This is an optimization exercise on Yosys and OpenROAD, whose aim is small area, not a production implementation.
RTL that was checked went through simulation tests only; none was proved equivalent to the original.
No activity file was given, so power comes from the tool's default toggle rates.

## Top_1553B_APB
module Top_1553B_APB
(
  APB_CLK,
  APB_RESETn,
  APB_RDATA,
  APB_READY,
  APB_SLVERR,
  APB_STRB,
  APB_PROT,
  APB_ADDR,
  APB_ENABLE,
  APB_WRITE,
  APB_WDATA,
  APB_SEL,
  rx0_1553,
  tx0_1553,
  tx0_en,
  rx1_1553,
  tx1_1553,
  tx1_en
);
Size: about 2700 cells after synthesis, ~1500 flip-flops, ~120 I/O pins, ~38000 um2 of cells after synthesis.
export LEC_CHECK = 0
export CAP_MARGIN = 20
export CORE_MARGIN = 2
export CORE_UTILIZATION = 70
export CTS_BUF_LIST = sky130_fd_sc_hd__clkbuf_8
export CTS_CLUSTER_DIAMETER = 60
export CTS_CLUSTER_SIZE = 16
export SLEW_MARGIN = 20
create_clock -name core_clock -period 10.0 [get_ports {APB_CLK}]
standard.sh (not shown) runs the stock make flow with config.mk's settings and CLKGATE_MAP_FILE= SYNTH_SCRIPT=/design/flow/synth_recipe.tcl, a recipe that flattens the netlist after the stock synthesis.
==> flow/flow/run.sh <==
#!/bin/bash
set -euo pipefail
W=$(pwd)

# synthesis script: the standard flow's, with the ABC call pointed at the area script
{
  cat <<'TCL'
proc abc {args} {
  set i [lsearch -exact $args -script]
  if {$i >= 0} { lset args [expr {$i + 1}] $::env(AREA_ABC_SCRIPT) }
  yosys abc {*}$args
}
TCL
  cat "$W/synth_recipe.tcl"
} > "$W/area_synth.tcl"
export AREA_ABC_SCRIPT="$W/flow/area.script"

CTS="-sink_clustering_enable -repair_clock_nets -sink_clustering_size 20 -sink_clustering_max_diameter 60 -buf_list {sky130_fd_sc_hd__clkbuf_8 sky130_fd_sc_hd__clkbuf_16} -dont_use_dummy_load"
sed -E "s#SYNTH_SCRIPT=[^ ]+#SYNTH_SCRIPT=$W/area_synth.tcl 'BUFFER_PORTS_ARGS=-buffer_cell sky130_fd_sc_hd__buf_1' 'CTS_ARGS=$CTS'#" "$W/standard.sh" > "$W/area_standard.sh"
grep -q "SYNTH_SCRIPT=$W/area_synth.tcl" "$W/area_standard.sh"

bash "$W/area_standard.sh" > "$W/flow_make.log" 2>&1
==> flow/flow/area.script <==
strash
&get -n
&st
&dch
&nf -R 100 -C 32 -F 8
&st
&dch
&nf -R 100 -C 32 -F 8
&put
topo
Rerun with:
--- a/flow/flow/run.sh
+++ b/flow/flow/run.sh
@@ -17,4 +17,5 @@
 
-CTS="-sink_clustering_enable -repair_clock_nets -sink_clustering_size 20 -sink_clustering_max_diameter 60 -buf_list {sky130_fd_sc_hd__clkbuf_8 sky130_fd_sc_hd__clkbuf_16} -dont_use_dummy_load"
-sed -E "s#SYNTH_SCRIPT=[^ ]+#SYNTH_SCRIPT=$W/area_synth.tcl 'BUFFER_PORTS_ARGS=-buffer_cell sky130_fd_sc_hd__buf_1' 'CTS_ARGS=$CTS'#" "$W/standard.sh" > "$W/area_standard.sh"
+# standard.sh with the synthesis script replaced,
+# and the port buffers made with the smallest buffer cell
+sed -E "s#SYNTH_SCRIPT=[^ ]+#SYNTH_SCRIPT=$W/area_synth.tcl 'BUFFER_PORTS_ARGS=-buffer_cell sky130_fd_sc_hd__buf_1'#" "$W/standard.sh" > "$W/area_standard.sh"
 grep -q "SYNTH_SCRIPT=$W/area_synth.tcl" "$W/area_standard.sh"
- CORE_UTILIZATION: 70 -> 80
The changed run completed without violations. Cell area is lower slightly. Sequential share of layout area is higher by 1.0 points. Via count is higher by a few percent. Setup slack loses 0.041 ns.
Rerun with:
- CORE_UTILIZATION: 80 -> 70
Result: Synthesized area stays the same; routed wire length is lower by a little under a tenth; synthesized cell count stays the same; combinational power falls by a few percent; non-clock buffer count came out lower by 6; power decreases slightly; design area is about the same; clock-buffer cell count went up by 1; register-to-register slack is better by 0.09 ns; die area goes up by about a fifth; via count decreases by a few percent.
Rerun with:
- CTS_BUF_LIST: sky130_fd_sc_hd__clkbuf_8 -> sky130_fd_sc_hd__clkbuf_4
- CTS_CLUSTER_DIAMETER: 60 -> 40
- CTS_CLUSTER_SIZE: 16 -> 10
Outcome:
- hold slack got worse by 0.025 ns
- cell count goes up by a few percent
- routed wire length climbs slightly
No functional check of the RTL was part of any run of this note.

========
## P
Another version of the RTL of Top_1553B_APB (not shown whole).
Size in the first run: ~3700 cells after synthesis, ~120 I/O pins.
clock: 10.0 ns
lec_check: 0
cap_margin: 20
core_margin: 2
core_utilization: 60
cts_cluster_diameter: 80
cts_cluster_size: 30
slew_margin: 20
run.sh (not shown) runs the stock make flow with config.mk's settings and CLKGATE_MAP_FILE= SYNTH_SCRIPT=/design/flow/synth_recipe.tcl, a recipe that flattens the netlist after the stock synthesis.
Stock flow here: none of the scripts above is used.
[inputs] Q vs P
- a change of CTS_CLUSTER_DIAMETER from 80 to 100
- a change of CTS_CLUSTER_SIZE from 30 to 24
==> flow/flow/run.sh (new file) <==
#!/bin/bash
set -euo pipefail
W=$(pwd)

# synthesis script: the standard flow's, with the ABC call pointed at the area script
{
  cat <<'TCL'
proc abc {args} {
  set i [lsearch -exact $args -script]
  if {$i >= 0} { lset args [expr {$i + 1}] $::env(AREA_ABC_SCRIPT) }
  yosys abc {*}$args
}
TCL
  cat "$W/synth_recipe.tcl"
} > "$W/area_synth.tcl"
export AREA_ABC_SCRIPT="$W/flow/area.script"

# standard.sh with the synthesis script replaced,
# and the port buffers made with the smallest buffer cell
sed -E "s#SYNTH_SCRIPT=[^ ]+#SYNTH_SCRIPT=$W/area_synth.tcl 'BUFFER_PORTS_ARGS=-buffer_cell sky130_fd_sc_hd__buf_1'#" "$W/standard.sh" > "$W/area_standard.sh"
grep -q "SYNTH_SCRIPT=$W/area_synth.tcl" "$W/area_standard.sh"

bash "$W/area_standard.sh" > "$W/flow_make.log" 2>&1
==> flow/flow/area.script (new file) <==
strash
&get -n
&st
&dch
&nf -R 100
&put
topo
==> flow/standard.sh (new file) <==
#!/bin/bash
# synth_recipe.tcl (not shown) runs the flow's synth.tcl, then flattens the netlist and writes it again
# the make line also repeats each setting of config.mk as NAME=value (left out here)
make -C /OpenROAD-flow-scripts/flow DESIGN_CONFIG=/design/flow/config.mk WORK_HOME=/design/flow/orfs CLKGATE_MAP_FILE= SYNTH_SCRIPT=/design/flow/synth_recipe.tcl "${@:-finish}"
removed: flow/run.sh
Notes after the runs:
- Q vs P on cell area after placement: Q is the lower one.
- Result for P and Q: all clean
- Number of stages on the worst setup path for Q: 10 up relative to P
- Compared to P, Q shows a narrower setup margin.
- Worst-case setup slack after placement in Q vs P: down 1770 ps
- Looking at fmax, Q sits 0.028 GHz below P.
- Q vs P, logic depth of the worst register-to-register path went up by 10.
- Compared with P, Q shows a cell-internal power that is about 12% higher.
> inputs changed (Q -> R)
==> flow/run.sh (new file) <==
#!/bin/bash
# synth_recipe.tcl (not shown) runs the flow's synth.tcl, then flattens the netlist and writes it again
# the make line also repeats each setting of config.mk as NAME=value (left out here)
make -C /OpenROAD-flow-scripts/flow DESIGN_CONFIG=/design/flow/config.mk WORK_HOME=/design/flow/orfs CLKGATE_MAP_FILE= SYNTH_SCRIPT=/design/flow/synth_recipe.tcl finish
removed: flow/flow/run.sh
removed: flow/flow/area.script
removed: flow/standard.sh
Notes after the runs:
- R ended with every stage complete and zero timing, DRC or antenna violations.
- Changes observed in R relative to Q: area of all placed cells without fillers +about 4%, wire length rose by 42%.
- R leaves more setup margin than Q.
- R vs. Q: total power went down by 8.1%.
- From Q to R the numbers moved as follows: sequential power ~0 delta; post-synthesis instance area increased by 2200 um2 relative to the old numbers; highest attainable clock frequency higher.
Input changes introduced in S (baseline for comparison: R):
==> flow/flow/run.sh (new file) <==
#!/bin/bash
set -euo pipefail
W=$(pwd)

# synthesis script: the standard flow's, with the ABC call pointed at the area script
{
  cat <<'TCL'
proc abc {args} {
  set i [lsearch -exact $args -script]
  if {$i >= 0} { lset args [expr {$i + 1}] $::env(AREA_ABC_SCRIPT) }
  yosys abc {*}$args
}
TCL
  cat "$W/synth_recipe.tcl"
} > "$W/area_synth.tcl"
export AREA_ABC_SCRIPT="$W/flow/area.script"

# standard.sh with the synthesis script replaced
sed -E "s#SYNTH_SCRIPT=[^ ]+#SYNTH_SCRIPT=$W/area_synth.tcl#" "$W/standard.sh" > "$W/area_standard.sh"
grep -q "SYNTH_SCRIPT=$W/area_synth.tcl" "$W/area_standard.sh"

bash "$W/area_standard.sh" > "$W/flow_make.log" 2>&1
==> flow/flow/area.script (new file) <==
strash
&get -n
&st
&dch
&nf -R 1000
&put
topo
==> flow/standard.sh (new file) <==
#!/bin/bash
# synth_recipe.tcl (not shown) runs the flow's synth.tcl, then flattens the netlist and writes it again
# the make line also repeats each setting of config.mk as NAME=value (left out here)
make -C /OpenROAD-flow-scripts/flow DESIGN_CONFIG=/design/flow/config.mk WORK_HOME=/design/flow/orfs CLKGATE_MAP_FILE= SYNTH_SCRIPT=/design/flow/synth_recipe.tcl "${@:-finish}"
removed: flow/run.sh
Findings:
Global-route wire length before repair: S vs R down 53 mm
When S is set beside R, its die span in y turns out to be about 2.6% smaller.
Against R, count of plain and timing-repair buffers in S fell by more than 10%.
Final standard cell utilization of the core for S: 1.6 points up relative to R
Against R, S comes in 4.5 points lower on sequential group share of total power.
Relative to R, area after synthesis decreased by 5.1% in S.
In S, number of fill cells in the layout is lower than in R.
Cmp S and R / routed wire length / higher: R
S: cell total after placement lower than R
Wire length on met2 in S vs R: down 18 mm

-- static timing again, ports no longer ideal --
In the flow no input, the clock included, has a driving cell. The finished layouts below were timed again as built, in two steps. Step 1 assumes that a clkbuf_16 drives the clock port and a buf_2 every other input. Step 2 also shifts input and output timing later by t, the mid clock arrival at the registers, as if the neighbouring blocks saw the same clock. Slacks: ideal ports / drivers / drivers and shift; pairs: ideal ports / drivers.
| run | t, ns | setup WS [ns] | worst setup path after step 2 | latest minus earliest clock arrival (ns) | pins driven straight from the clock port |
|---|---|---|---|---|---|
| the first run of note 1 | 0.660 | 3.364 / 3.303 / 3.963 | register to output | 0.066 / 0.066 | 1 |
| the second run of note 1 | 0.789 | 3.323 / 3.267 / 4.056 | register to output | 0.044 / 0.044 | 1 |
| the third run of note 1 | 0.764 | 3.248 / 3.192 / 3.957 | register to output | 0.039 / 0.039 | 1 |
| the fourth run of note 1 | 1.082 | 2.869 / 2.809 / 3.891 | register to output | 0.056 / 0.056 | 1 |
| P | 0.724 | 2.880 / 2.820 / 3.544 | register to output | 0.041 / 0.041 | 1 |
| Q | 0.695 | 1.084 / 1.017 / 1.711 | register to output | 0.023 / 0.023 | 1 |
| R | 0.724 | 2.814 / 2.742 / 3.466 | register to output | 0.033 / 0.033 | 1 |
| S | 0.690 | 0.704 / 0.638 / 1.328 | register to output | 0.022 / 0.022 | 1 |
After both steps setup and hold are still met in every run listed.
